Background: an optimization exercise with open tools, aiming at small area. Do not read the settings as production practice. Function was checked by simulation only, so behaviour that the tests miss may differ from the original. The flow treats the clock pin as an ideal source, which a real chip does not have.

== P ==
==> module sentinel_core, before the edit <==
module sentinel_core (
    input  logic        aclk,
    input  logic        aresetn,
    input  logic [63:0] s_axis_tdata,
    input  logic        s_axis_tvalid,
    input  logic        s_axis_tlast,
    output logic        s_axis_tready,
    output logic [63:0] m_axis_tdata,
    output logic        m_axis_tvalid,
    output logic        m_axis_tlast,
    input  logic        m_axis_tready,
    input  logic [31:0] s_axil_awaddr,
    input  logic        s_axil_awvalid,
    output logic        s_axil_awready,
    input  logic [31:0] s_axil_wdata,
    input  logic        s_axil_wvalid,
    output logic        s_axil_wready,
    output logic [1:0]  s_axil_bresp,
    output logic        s_axil_bvalid,
    input  logic        s_axil_bready,
    input  logic [31:0] s_axil_araddr,
    input  logic        s_axil_arvalid,
    output logic        s_axil_arready,
    output logic [31:0] s_axil_rdata,
    output logic [1:0]  s_axil_rresp,
    output logic        s_axil_rvalid,
    input  logic        s_axil_rready
);
    localparam logic [31:0] LIMIT_RST = 32'd1000;
    logic [31:0] ctrl_q;       
    logic        ctrl_f;
    logic [31:0] shadow_q;     
    logic        shadow_f;
    logic [31:0] alim_q;       
    logic        alim_f;
    logic [63:0] snap_q;       
    logic        snap_f;
    logic [31:0] vcount;
    logic        vpend;
    logic        awr;          
    logic        bvalid;
    logic        arr;
    logic        rvalid;
    logic [31:0] rdata;
    logic        valid_reg;
    logic        last_reg;
    logic [63:0] data_reg;
    logic [31:0] vcount_now;
    logic [3:0]  vbyte_ones;
    logic [3:0]  vbyte_cin;
    logic [8:0]  vcarry [4];
    always_comb begin
        for (int k = 0; k < 4; k++) vbyte_ones[k] = &vcount[8*k +: 8];
        vbyte_cin[0] = vpend;
        for (int k = 1; k < 4; k++) vbyte_cin[k] = vbyte_cin[k-1] & vbyte_ones[k-1];
        for (int k = 0; k < 4; k++) begin
            vcarry[k][0] = vbyte_cin[k];
            for (int i = 0; i < 8; i++) begin
                vcount_now[8*k+i] = vcount[8*k+i] ^ vcarry[k][i];
                vcarry[k][i+1]    = vcount[8*k+i] & vcarry[k][i];
            end
        end
    end
    wire wr      = awr & s_axil_awvalid & s_axil_wvalid;
    wire wr_ctrl = wr & (s_axil_awaddr[4:0] == 5'h00);
    wire wr_lim  = wr & (s_axil_awaddr[4:0] == 5'h04);
    always_ff @(posedge aclk or negedge aresetn) begin
        if (!aresetn) begin
            awr      <= 1'b0;
            bvalid   <= 1'b0;
            ctrl_f   <= 1'b0;
            shadow_f <= 1'b0;
        end else begin
            awr    <= ~awr & s_axil_awvalid & s_axil_wvalid;
            bvalid <= wr | (bvalid & ~s_axil_bready);
            if (wr_ctrl) ctrl_f   <= 1'b1;
            if (wr_lim)  shadow_f <= 1'b1;
        end
    end
    always_ff @(posedge aclk) begin
        if (wr_ctrl) ctrl_q   <= s_axil_wdata;
        if (wr_lim)  shadow_q <= s_axil_wdata;
    end
    wire enable = ~ctrl_f | ctrl_q[0];
    wire [4:0] ra = s_axil_araddr[4:0];
    wire ld_r  = ~rvalid;
    wire sel_c = ld_r & (ra == 5'h00);
    wire sel_l = ld_r & (ra == 5'h04);
    wire sel_v = ld_r & (ra == 5'h08);
    wire sel_s = ld_r & snap_f & (ra == 5'h0C);
    wire sel_h = ld_r & snap_f & (ra == 5'h10);
    wire sel_cq = sel_c & ctrl_f;
    wire sel_lq = sel_l & shadow_f;
    wire [31:0] rst_val = ({32{sel_c & ~ctrl_f}} & 32'd1) | ({32{sel_l & ~shadow_f}} & LIMIT_RST);
    wire [31:0] rnext = ({32{rvalid}} & rdata)
                      | ({32{sel_cq}} & ctrl_q)
                      | ({32{sel_lq}} & shadow_q)
                      | ({32{sel_v}} & vcount_now)
                      | ({32{sel_s}} & snap_q[31:0])
                      | ({32{sel_h}} & snap_q[63:32])
                      | rst_val;
    always_ff @(posedge aclk or negedge aresetn) begin
        if (!aresetn) begin
            arr    <= 1'b0;
            rvalid <= 1'b0;
        end else begin
            arr    <= ~arr & s_axil_arvalid;
            rvalid <= (arr & s_axil_arvalid & ~rvalid) | (rvalid & ~s_axil_rready);
        end
    end
    always_ff @(posedge aclk) rdata <= rnext;
    wire upd = (s_axis_tlast & s_axis_tvalid & m_axis_tready) | ~s_axis_tvalid | ~enable;
    always_ff @(posedge aclk or negedge aresetn) begin
        if (!aresetn) alim_f <= 1'b0;
        else if (upd) alim_f <= shadow_f;
    end
    always_ff @(posedge aclk) begin
        if (upd) alim_q <= shadow_q;
    end
    wire [39:0] amount = s_axis_tdata[39:0];
    wire hi_nz   = |amount[39:32];
    logic [32:0] gc;
    always_comb begin
        gc[0] = 1'b0;
        for (int i = 0; i < 32; i++)
            gc[i+1] = (amount[i] & ~alim_q[i]) | (amount[i] & gc[i]) | (~alim_q[i] & gc[i]);
    end
    wire gt_q    = hi_nz | gc[32];
    wire gt_rst  = hi_nz | (amount[31:0] > LIMIT_RST);
    wire viol    = enable & (alim_f ? gt_q : gt_rst);
    wire ld      = m_axis_tready | ~valid_reg;
    wire snap_we = ld & s_axis_tvalid & viol;
    always_ff @(posedge aclk or negedge aresetn) begin
        if (!aresetn) begin
            valid_reg <= 1'b0;
            vcount    <= 32'd0;
            vpend     <= 1'b0;
            snap_f    <= 1'b0;
        end else begin
            if (ld) valid_reg <= s_axis_tvalid & ~viol;
            vcount <= vcount_now;
            vpend  <= snap_we;
            if (snap_we) snap_f <= 1'b1;
        end
    end
    always_ff @(posedge aclk) begin
        if (ld) begin
            data_reg <= s_axis_tdata;
            last_reg <= s_axis_tlast;
        end
        if (snap_we) snap_q <= s_axis_tdata;
    end
    assign s_axis_tready  = m_axis_tready;
    assign m_axis_tvalid  = valid_reg;
    assign m_axis_tdata   = data_reg;
    assign m_axis_tlast   = last_reg;
    assign s_axil_awready = awr;
    assign s_axil_wready  = awr;
    assign s_axil_bvalid  = bvalid;
    assign s_axil_bresp   = 2'b00;
    assign s_axil_arready = arr;
    assign s_axil_rvalid  = rvalid;
    assign s_axil_rdata   = rdata;
    assign s_axil_rresp   = 2'b00;
endmodule
export LEC_CHECK = 0
export CAP_MARGIN = 20
export CORE_MARGIN = 2
export CORE_UTILIZATION = 40
export GPL_TIMING_DRIVEN = 0
export SLEW_MARGIN = 20
create_clock -name core_clock -period 4.0 [get_ports {aclk}]
standard.sh (not shown) runs the stock make flow with config.mk's settings and CLKGATE_MAP_FILE= SYNTH_SCRIPT=/design/flow/synth_recipe.tcl, a recipe that flattens the netlist after the stock synthesis.
==> flow/flow/run.sh <==
#!/bin/bash
# The standard ORFS layout (standard.sh), changed only in how it sizes:
#  - synthesis: synth_recipe.tcl unchanged, but ABC maps the logic for area
#    (flow/synth_area.tcl, flow/abc_area.script),
#  - port buffers made of the smallest buffer cell,
#  - a clock tree of small clock buffers without dummy loads,
#  - placement repair kept to small buffers (flow/small_bufs.tcl),
#  - gates with spare setup slack downsized after placement repair and after
#    CTS (flow/recover_area.tcl).
# make's output goes to make_finish.log; each ORFS step keeps its own log
# under orfs/logs/.
set -euo pipefail
export FLOW_SYNTH_TCL="$PWD/synth_recipe.tcl"
export AREA_ABC_SCRIPT="$PWD/flow/abc_area.script"
export BUFFER_PORTS_ARGS="-buffer_cell sky130_fd_sc_hd__buf_1"
export CTS_ARGS="-sink_clustering_enable -repair_clock_nets -dont_use_dummy_load -buf_list sky130_fd_sc_hd__clkbuf_4 -sink_clustering_size 10 -sink_clustering_max_diameter 50"
export PRE_RESIZE_TCL="$PWD/flow/small_bufs.tcl"
export POST_RESIZE_TCL="$PWD/flow/recover_area.tcl"
export POST_CTS_TCL="$PWD/flow/recover_area.tcl"
bash standard.sh SYNTH_SCRIPT="$PWD/flow/synth_area.tcl" finish > make_finish.log 2>&1
==> flow/flow/abc_area.script <==
&get -n
&st
&syn2
&dch -f
&nf -a
&put
topo
stime -c
==> flow/flow/recover_area.tcl <==
# After CTS: downsize gates on paths that have setup slack to spare, then
# legalize the placement again.
log_cmd estimate_parasitics -placement
log_cmd repair_timing -recover_power 100 -verbose
set result [catch { detailed_placement } msg]
if { $result != 0 } {
  error "Detailed placement after area recovery failed: $msg"
}
check_placement -verbose
==> flow/flow/small_bufs.tcl <==
# Keep placement repair to the smaller buffers: it then builds buffer trees
# of small cells instead of single large ones.
set_dont_use [get_lib_cells {sky130_fd_sc_hd__buf_6 sky130_fd_sc_hd__buf_8 sky130_fd_sc_hd__buf_12 sky130_fd_sc_hd__buf_16 sky130_fd_sc_hd__bufbuf_8 sky130_fd_sc_hd__bufbuf_16}]
==> flow/flow/synth_area.tcl <==
# The standard synthesis (synth_recipe.tcl, sourced unchanged), with one
# change: ABC maps the combinational logic for area (flow/abc_area.script)
# instead of ORFS's delay-driven script. The flip-flops are mapped by
# dfflibmap before ABC runs, so they are exactly the standard synthesis's.
proc abc {args} {
  set i [lsearch -exact $args -script]
  if { $i >= 0 } { lset args [expr {$i + 1}] $::env(AREA_ABC_SCRIPT) }
  yosys abc {*}$args
}
source $::env(FLOW_SYNTH_TCL)
P: flow complete, layout not clean; failing: setup timing
[inputs] Q vs P
--- a/flow/design.v
+++ b/flow/design.v
@@ -121,11 +121,29 @@
     wire [39:0] amount = s_axis_tdata[39:0];
     wire hi_nz   = |amount[39:32];
-    logic [32:0] gc;
+    logic [7:0] bg, bl;
+    logic [3:0] g1, l1;
+    logic [1:0] g2, l2;
     always_comb begin
-        gc[0] = 1'b0;
-        for (int i = 0; i < 32; i++)
-            gc[i+1] = (amount[i] & ~alim_q[i]) | (amount[i] & gc[i]) | (~alim_q[i] & gc[i]);
+        for (int k = 0; k < 8; k++) begin
+            logic cg, cl;
+            cg = 1'b0;
+            cl = 1'b0;
+            for (int i = 4*k; i < 4*k + 4; i++) begin
+                cg = (amount[i] & ~alim_q[i]) | (amount[i] & cg) | (~alim_q[i] & cg);
+                cl = (~amount[i] & alim_q[i]) | (~amount[i] & cl) | (alim_q[i] & cl);
+            end
+            bg[k] = cg;
+            bl[k] = cl;
+        end
+        for (int i = 0; i < 4; i++) begin
+            g1[i] = bg[2*i+1] | (~bl[2*i+1] & bg[2*i]);
+            l1[i] = bl[2*i+1] | (~bg[2*i+1] & bl[2*i]);
+        end
+        for (int i = 0; i < 2; i++) begin
+            g2[i] = g1[2*i+1] | (~l1[2*i+1] & g1[2*i]);
+            l2[i] = l1[2*i+1] | (~g1[2*i+1] & l1[2*i]);
+        end
     end
-    wire gt_q    = hi_nz | gc[32];
+    wire gt_q    = hi_nz | g2[1] | (~l2[1] & g2[0]);
     wire gt_rst  = hi_nz | (amount[31:0] > LIMIT_RST);
     wire viol    = enable & (alim_f ? gt_q : gt_rst);
--- outcome ---
Post-synthesis compound-gate area fraction essentially unchanged between P and Q.
In the flow results for Q and P, the total standard cell area after synthesis is smaller on P.
Q: all stages complete, timing, DRC and antenna checks passed
Per the comparison of Q with P, post-route worst setup slack higher, synthesized area divided by synthesized cell count went down, relative area of clock buffers and inverters in the final design roughly the same.
A standard cell with the maximum stage delay on the critical path of a222oi_1 is what P shows, while nor3b_4 belongs to Q.

==> afterwards: timing with drivers on the ports <==
How much do the figures lean on ideal ports? The routed layouts below were timed once more, with nothing changed but the port constraints.
Step 1 assumes that a clkbuf_16 drives the clock port and a buf_2 every other input.
Step 2 times the ports against the registers' clock, not the clock port: input delays grow and output delays shrink by t, the midpoint of the rising clock arrivals with the driver on.
Slacks: no drivers / after step 1 / after step 2; pairs: no drivers / after step 1.
run	t (ns)	slack for setup (ns)	latest minus earliest clock arrival (ns)	worst register clock-pin slew, ns	cell pins on the clock port's net
P	0.633	-1.605 / -1.604 / -2.230	0.065 / 0.066	0.12 / 0.12	1
Q	0.654	0.346 / 0.356 / -0.289	0.094 / 0.093	0.11 / 0.11	1
Met with ideal ports but missed after step 2: setup timing in Q. The setup slack of Q, which loses most, moves by +0.010 ns with the drivers and by -0.635 ns with both steps.
